Context: an optimization exercise on an open-source flow, tuned for small area, a short achievable clock period and few clock cycles. The choices shown serve that exercise and are no tape-out recipe. Where RTL was checked, it was by simulation tests only, not by an equivalence proof against the original. No activity file was given, so power comes from the tool's default toggle rates.

Setup of v6:
==> flow/design.v <==
module div_fsm#(
    parameter   DATAWIDTH = 10'd57
)
(
    input                         clk,
    input                         rst_n,
    input                         en,
    input     [DATAWIDTH-1:0]     dividend,
    input     [DATAWIDTH-1:0]     divisor,
    output                        ready,
    output    [DATAWIDTH-1:0]     quotient,
    output    [DATAWIDTH-1:0]     remainder,
    output                        vld_out
);
localparam W  = DATAWIDTH;
localparam K1 = 16;              
localparam K2 = 4;               
reg  [W-1:0] r_q;                
reg  [W-1:0] r_r;                
reg  [W-1:0] r_d;                
reg  [5:0]   r_cnt;              
reg          r_busy;
reg          r_vld;
assign ready     = ~r_busy;
assign vld_out   = r_vld;
assign quotient  = r_q;
assign remainder = r_r;
wire start = en & ~r_busy;
wire [W-1:0] m;
genvar gi;
generate
    for (gi = 0; gi < W; gi = gi + 1) begin : g_m
        if (gi == W-1) begin : g_top
            assign m[gi] = 1'b1;
        end else begin : g_rest
            assign m[gi] = ~|r_d[W-1:gi+1];
        end
    end
endgenerate
wire d_nz = |r_d;
wire [W+K1-1:0] x1 = {r_r, r_q[W-1:W-K1]};
wire [W+K2-1:0] x2 = {r_r, r_q[W-1:W-K2]};
wire sk1 = d_nz & (r_cnt >= K1) & ~|x1[W+K1-1:W] & ~|(x1[W-1:0] & m);
wire sk2 = d_nz & (r_cnt >= K2) & ~|x2[W+K2-1:W] & ~|(x2[W-1:0] & m);
wire [W:0]   x0   = {r_r, r_q[W-1]};
wire [W+1:0] diff = {1'b0, x0} - {2'b00, r_d};
wire         qb   = ~diff[W+1];
always @(posedge clk or negedge rst_n) begin
    if (!rst_n) begin
        r_busy <= 1'b0;
        r_vld  <= 1'b0;
        r_cnt  <= 6'd0;
    end else begin
        r_vld <= 1'b0;
        if (start) begin
            r_busy <= 1'b1;
            r_cnt  <= W;
        end else if (r_busy) begin
            if (sk1) begin
                r_cnt <= r_cnt - K1;
                if (r_cnt == K1) begin r_busy <= 1'b0; r_vld <= 1'b1; end
            end else if (sk2) begin
                r_cnt <= r_cnt - K2;
                if (r_cnt == K2) begin r_busy <= 1'b0; r_vld <= 1'b1; end
            end else begin
                r_cnt <= r_cnt - 1'b1;
                if (r_cnt == 6'd1) begin r_busy <= 1'b0; r_vld <= 1'b1; end
            end
        end
    end
end
always @(posedge clk) begin
    if (start) begin
        r_q <= dividend;
        r_d <= divisor;
        r_r <= {W{1'b0}};
    end else if (r_busy) begin
        if (sk1) begin
            r_r <= x1[W-1:0];
            r_q <= {r_q[W-K1-1:0], {K1{1'b0}}};
        end else if (sk2) begin
            r_r <= x2[W-1:0];
            r_q <= {r_q[W-K2-1:0], {K2{1'b0}}};
        end else begin
            r_r <= qb ? diff[W-1:0] : x0[W-1:0];
            r_q <= {r_q[W-2:0], qb};
        end
    end
end
endmodule
Settings: LEC_CHECK=0, ABC_CLOCK_PERIOD_IN_PS=3000, CAP_MARGIN=20, CORE_MARGIN=2, CORE_UTILIZATION=40, SETUP_SLACK_MARGIN=2.5, SLEW_MARGIN=20; clock period 6.0 ns.
run.sh (not shown) runs the stock make flow with config.mk's settings and CLKGATE_MAP_FILE= SYNTH_SCRIPT=/design/flow/synth_recipe.tcl, a recipe that flattens the netlist after the stock synthesis.
--- input diff v6..v7 ---
==> flow/design.v <==
module div_fsm#(
    parameter   DATAWIDTH = 10'd57
)
(
    input                         clk,
    input                         rst_n,
    input                         en,
    input     [DATAWIDTH-1:0]     dividend,
    input     [DATAWIDTH-1:0]     divisor,
    output                        ready,
    output    [DATAWIDTH-1:0]     quotient,
    output    [DATAWIDTH-1:0]     remainder,
    output                        vld_out
);
localparam W  = DATAWIDTH;
localparam K1 = 16;              
localparam K2 = 4;               
reg  [W-1:0] r_q;                
reg  [W:0]   r_r;                
reg  [W-1:0] r_d;                
reg  [5:0]   r_cnt;              
reg          r_busy;
reg          r_vld;
assign ready     = ~r_busy;
assign vld_out   = r_vld;
assign quotient  = r_q;
assign remainder = r_r[W-1:0];
wire start = en & ~r_busy;
wire neg   = r_r[W];
wire corr  = (r_cnt == 6'd0);    
wire [W-1:0] m;
genvar gi;
generate
    for (gi = 0; gi < W; gi = gi + 1) begin : g_m
        if (gi == W-1) begin : g_top
            assign m[gi] = 1'b1;
        end else begin : g_rest
            assign m[gi] = ~|r_d[W-1:gi+1];
        end
    end
endgenerate
wire d_nz = |r_d;
wire [W+K1-1:0] x1 = {r_r[W-1:0], r_q[W-1:W-K1]};
wire [W+K2-1:0] x2 = {r_r[W-1:0], r_q[W-1:W-K2]};
wire sk1 = ~neg & d_nz & (r_cnt >= K1) & ~|x1[W+K1-1:W] & ~|(x1[W-1:0] & m);
wire sk2 = ~neg & d_nz & (r_cnt >= K2) & ~|x2[W+K2-1:W] & ~|(x2[W-1:0] & m);
wire [W+1:0] opa = corr ? {r_r[W], r_r} : {r_r, r_q[W-1]};
wire [W+1:0] opb = neg ? {2'b00, r_d} : ~{2'b00, r_d};
wire [W+1:0] sum = opa + opb + {{(W+1){1'b0}}, ~neg};
wire         qb  = ~sum[W+1];
always @(posedge clk or negedge rst_n) begin
    if (!rst_n) begin
        r_busy <= 1'b0;
        r_vld  <= 1'b0;
        r_cnt  <= 6'd0;
    end else begin
        r_vld <= 1'b0;
        if (start) begin
            r_busy <= 1'b1;
            r_cnt  <= W;
        end else if (r_busy) begin
            if (corr) begin
                r_busy <= 1'b0;
                r_vld  <= 1'b1;
            end else if (sk1) begin
                r_cnt <= r_cnt - K1;
                if (r_cnt == K1) begin r_busy <= 1'b0; r_vld <= 1'b1; end
            end else if (sk2) begin
                r_cnt <= r_cnt - K2;
                if (r_cnt == K2) begin r_busy <= 1'b0; r_vld <= 1'b1; end
            end else begin
                r_cnt <= r_cnt - 1'b1;
                if (r_cnt == 6'd1 && qb) begin r_busy <= 1'b0; r_vld <= 1'b1; end
            end
        end
    end
end
always @(posedge clk) begin
    if (start) begin
        r_q <= dividend;
        r_d <= divisor;
        r_r <= {(W+1){1'b0}};
    end else if (r_busy) begin
        if (corr) begin
            r_r <= sum[W:0];
        end else if (sk1) begin
            r_r <= {1'b0, x1[W-1:0]};
            r_q <= {r_q[W-K1-1:0], {K1{1'b0}}};
        end else if (sk2) begin
            r_r <= {1'b0, x2[W-1:0]};
            r_q <= {r_q[W-K2-1:0], {K2{1'b0}}};
        end else begin
            r_r <= sum[W:0];
            r_q <= {r_q[W-2:0], qb};
        end
    end
end
endmodule
[summary]
v7 vs. v6: post-place instance area went up by about 5%.
v7 vs v6: layout multi-input combinational cell count up by more than 10%
On wire length on met3: between v7 and v6, it ends up lower for v6.
Of v7 and v6, the run reporting the higher global-route track usage on met2 was v7.
v7 gives less largest net degree at the start of global routing than v6 did.
Compared to v6, v7 has non-clock buffer count 23% higher.
v7 vs v6: number of clock sinks seen by CTS up
v7 vs. v6: final period demand of the worst path went up by 0.36 ns.
Function was not checked in any run of this note: the RTL went through the layout flow alone.

---

rev 12:
div_fsm, a different RTL version from the one above (not shown whole).
For scale: ~1,700 cells after synthesis, ~230 I/O pins, about 15,000 sq um of cells after synthesis.
==> module div_fsm, before the edit <==
module div_fsm#(
    parameter   DATAWIDTH = 10'd57
)
(
    input                         clk,
    input                         rst_n,
    input                         en,
    input     [DATAWIDTH-1:0]     dividend,
    input     [DATAWIDTH-1:0]     divisor,
    output                        ready,
    output    [DATAWIDTH-1:0]     quotient,
    output    [DATAWIDTH-1:0]     remainder,
    output                        vld_out
);
localparam W  = DATAWIDTH;
localparam K1 = 27;              
localparam K2 = 3;               
reg  [W-1:0] r_q;                
reg  [W-1:0] r_r;                
reg  [W-1:0] r_d;                
reg  [5:0]   r_cnt;              
reg          r_busy;
reg          r_vld;
assign ready     = ~r_busy;
assign vld_out   = r_vld;
assign quotient  = r_q;
assign remainder = r_r;
wire start = en & ~r_busy;
reg  [5:0]   r_wb;
reg  [5:0]   wb_in;
integer      wi;
always @(*) begin
    wb_in = 6'd0;
    for (wi = 0; wi < W; wi = wi + 1)
        if (divisor[wi]) wb_in = wi + 1;
end
wire [W-1:0] m;
genvar gi;
generate
    for (gi = 0; gi < W; gi = gi + 1) begin : g_m
        assign m[gi] = (r_wb <= gi + 1);
    end
endgenerate
wire d_nz = (r_wb != 6'd0);
wire [W+K1-1:0] x1 = {r_r, r_q[W-1:W-K1]};
wire [W+K2-1:0] x2 = {r_r, r_q[W-1:W-K2]};
wire sk1 = d_nz & (r_cnt >= K1) & ~|x1[W+K1-1:W] & ~|(x1[W-1:0] & m);
wire sk2 = d_nz & (r_cnt >= K2) & ~|x2[W+K2-1:W] & ~|(x2[W-1:0] & m);
function [5:0] dec6;
    input [5:0] a;
    input [5:0] b;
    reg   [6:0] bw;
    integer     i;
    begin
        bw[0] = 1'b0;
        for (i = 0; i < 6; i = i + 1) begin
            dec6[i]  = a[i] ^ b[i] ^ bw[i];
            bw[i+1]  = (~a[i] & b[i]) | (~a[i] & bw[i]) | (b[i] & bw[i]);
        end
    end
endfunction
wire [5:0] cnt_1  = dec6(r_cnt, 6'd1);
wire [5:0] cnt_k1 = dec6(r_cnt, K1);
wire [5:0] cnt_k2 = dec6(r_cnt, K2);
wire [W:0]   x0   = {r_r, r_q[W-1]};
wire [W+1:0] diff = {1'b0, x0} - {2'b00, r_d};
wire         qb   = ~diff[W+1];
always @(posedge clk or negedge rst_n) begin
    if (!rst_n) begin
        r_busy <= 1'b0;
        r_vld  <= 1'b0;
        r_cnt  <= 6'd0;
    end else begin
        r_vld <= 1'b0;
        if (start) begin
            r_busy <= 1'b1;
            r_cnt  <= W;
        end else if (r_busy) begin
            if (sk1) begin
                r_cnt <= cnt_k1;
                if (r_cnt == K1) begin r_busy <= 1'b0; r_vld <= 1'b1; end
            end else if (sk2) begin
                r_cnt <= cnt_k2;
                if (r_cnt == K2) begin r_busy <= 1'b0; r_vld <= 1'b1; end
            end else begin
                r_cnt <= cnt_1;
                if (r_cnt == 6'd1) begin r_busy <= 1'b0; r_vld <= 1'b1; end
            end
        end
    end
end
always @(posedge clk) begin
    if (start) begin
        r_q <= dividend;
        r_d <= divisor;
        r_wb <= wb_in;
        r_r <= {W{1'b0}};
    end else if (r_busy) begin
        if (sk1) begin
            r_r <= x1[W-1:0];
            r_q <= {r_q[W-K1-1:0], {K1{1'b0}}};
        end else if (sk2) begin
            r_r <= x2[W-1:0];
            r_q <= {r_q[W-K2-1:0], {K2{1'b0}}};
        end else begin
            r_r <= qb ? diff[W-1:0] : x0[W-1:0];
            r_q <= {r_q[W-2:0], qb};
        end
    end
end
endmodule
Settings: LEC_CHECK=0, ABC_CLOCK_PERIOD_IN_PS=3000, CAP_MARGIN=20, CORE_MARGIN=2, CORE_UTILIZATION=40, SETUP_SLACK_MARGIN=2.5, SLEW_MARGIN=20; clock period 6.0 ns.
standard.sh (not shown) runs the stock make flow with config.mk's settings and CLKGATE_MAP_FILE= SYNTH_SCRIPT=/design/flow/synth_recipe.tcl, a recipe that flattens the netlist after the stock synthesis.
==> flow/flow/run.sh <==
#!/bin/bash
# The standard layout, with buf_1 as the port buffer cell instead of the
# cell buffer_ports picks by default.
set -euo pipefail
export BUFFER_PORTS_ARGS="-buffer_cell sky130_fd_sc_hd__buf_1"
bash standard.sh > standard.log 2>&1
[inputs] rev 13 vs rev 12
--- a/flow/design.v
+++ b/flow/design.v
@@ -47,20 +47,4 @@
 wire sk1 = d_nz & (r_cnt >= K1) & ~|x1[W+K1-1:W] & ~|(x1[W-1:0] & m);
 wire sk2 = d_nz & (r_cnt >= K2) & ~|x2[W+K2-1:W] & ~|(x2[W-1:0] & m);
-function [5:0] dec6;
-    input [5:0] a;
-    input [5:0] b;
-    reg   [6:0] bw;
-    integer     i;
-    begin
-        bw[0] = 1'b0;
-        for (i = 0; i < 6; i = i + 1) begin
-            dec6[i]  = a[i] ^ b[i] ^ bw[i];
-            bw[i+1]  = (~a[i] & b[i]) | (~a[i] & bw[i]) | (b[i] & bw[i]);
-        end
-    end
-endfunction
-wire [5:0] cnt_1  = dec6(r_cnt, 6'd1);
-wire [5:0] cnt_k1 = dec6(r_cnt, K1);
-wire [5:0] cnt_k2 = dec6(r_cnt, K2);
 wire [W:0]   x0   = {r_r, r_q[W-1]};
 wire [W+1:0] diff = {1'b0, x0} - {2'b00, r_d};
@@ -78,11 +62,11 @@
         end else if (r_busy) begin
             if (sk1) begin
-                r_cnt <= cnt_k1;
+                r_cnt <= r_cnt - K1;
                 if (r_cnt == K1) begin r_busy <= 1'b0; r_vld <= 1'b1; end
             end else if (sk2) begin
-                r_cnt <= cnt_k2;
+                r_cnt <= r_cnt - K2;
                 if (r_cnt == K2) begin r_busy <= 1'b0; r_vld <= 1'b1; end
             end else begin
-                r_cnt <= cnt_1;
+                r_cnt <= r_cnt - 1'b1;
                 if (r_cnt == 6'd1) begin r_busy <= 1'b0; r_vld <= 1'b1; end
             end
Findings:
Rev 13 reached the final stage; the timing, DRC and antenna checks on its layout passed.
In the tables for rev 13 and rev 12, share of the final layout cell area in sequential cells reads lower with rev 12.
The lower global-route track usage on met2 of rev 13 and rev 12 is in rev 13.
Compared with rev 12, rev 13 shows a lower placeable core area.
Rev 13 ended with less floorplan die height than rev 12.
Final cell count (rev 13 over rev 12): decrease, 19
Re final standard cell area without fillers: rev 13 is about 1% down on rev 12.
Final critical-path setup slack delta (rev 13 -> rev 12): insignificant
Where worst hold slack is concerned, rev 12 is outperformed by rev 13.
Going from rev 12 to rev 13, number of non-clock buffers in the layout grew by a few percent.
Synthesized area: rev 13 < rev 12
Rev 13 ended up with a higher logic depth of the worst path, buffers included than rev 12 did.
Rev 13: power 2.1% above rev 12
Rev 13 vs. rev 12: clock-buffer cell count increased 1, die area decreased about 3%.
Testbench counts of rev 13, summed over its fixed seeds: cycles 33,212.
No functional check of the RTL was part of rev 12.

[separate check: timing with driven ports]
In the flow no input, the clock included, has a driving cell. The finished layouts below were timed again as built, in two steps.
Step 1: set_driving_cell puts a clkbuf_16 on clk and a buf_2 on each other input, an assumption about the parent block.
Step 2 also shifts input and output timing later by t, the mid clock arrival at the registers, as if the neighbouring blocks saw the same clock.
a / b / c = ideal / step 1 / step 2; a / b = the first two.
| run | shift t [ns] | slack for setup (ns) | hold WS [ns] |
|---|---|---|---|
| v6 | 0.512 | 2.458 / 2.458 / 2.347 | 0.557 / 0.557 / 0.557 |
| v7 | 0.522 | 2.098 / 2.098 / 2.098 | 0.536 / 0.536 / 0.536 |
| rev 12 | 0.512 | 2.545 / 2.545 / 2.284 | 0.550 / 0.550 / 0.550 |
| rev 13 | 0.510 | 2.545 / 2.545 / 2.281 | 0.580 / 0.580 / 0.580 |
After both steps every run listed still meets setup and hold. For rev 13, which loses most, drivers alone change the setup slack by 0.000 ns; drivers and shift together by -0.264 ns.
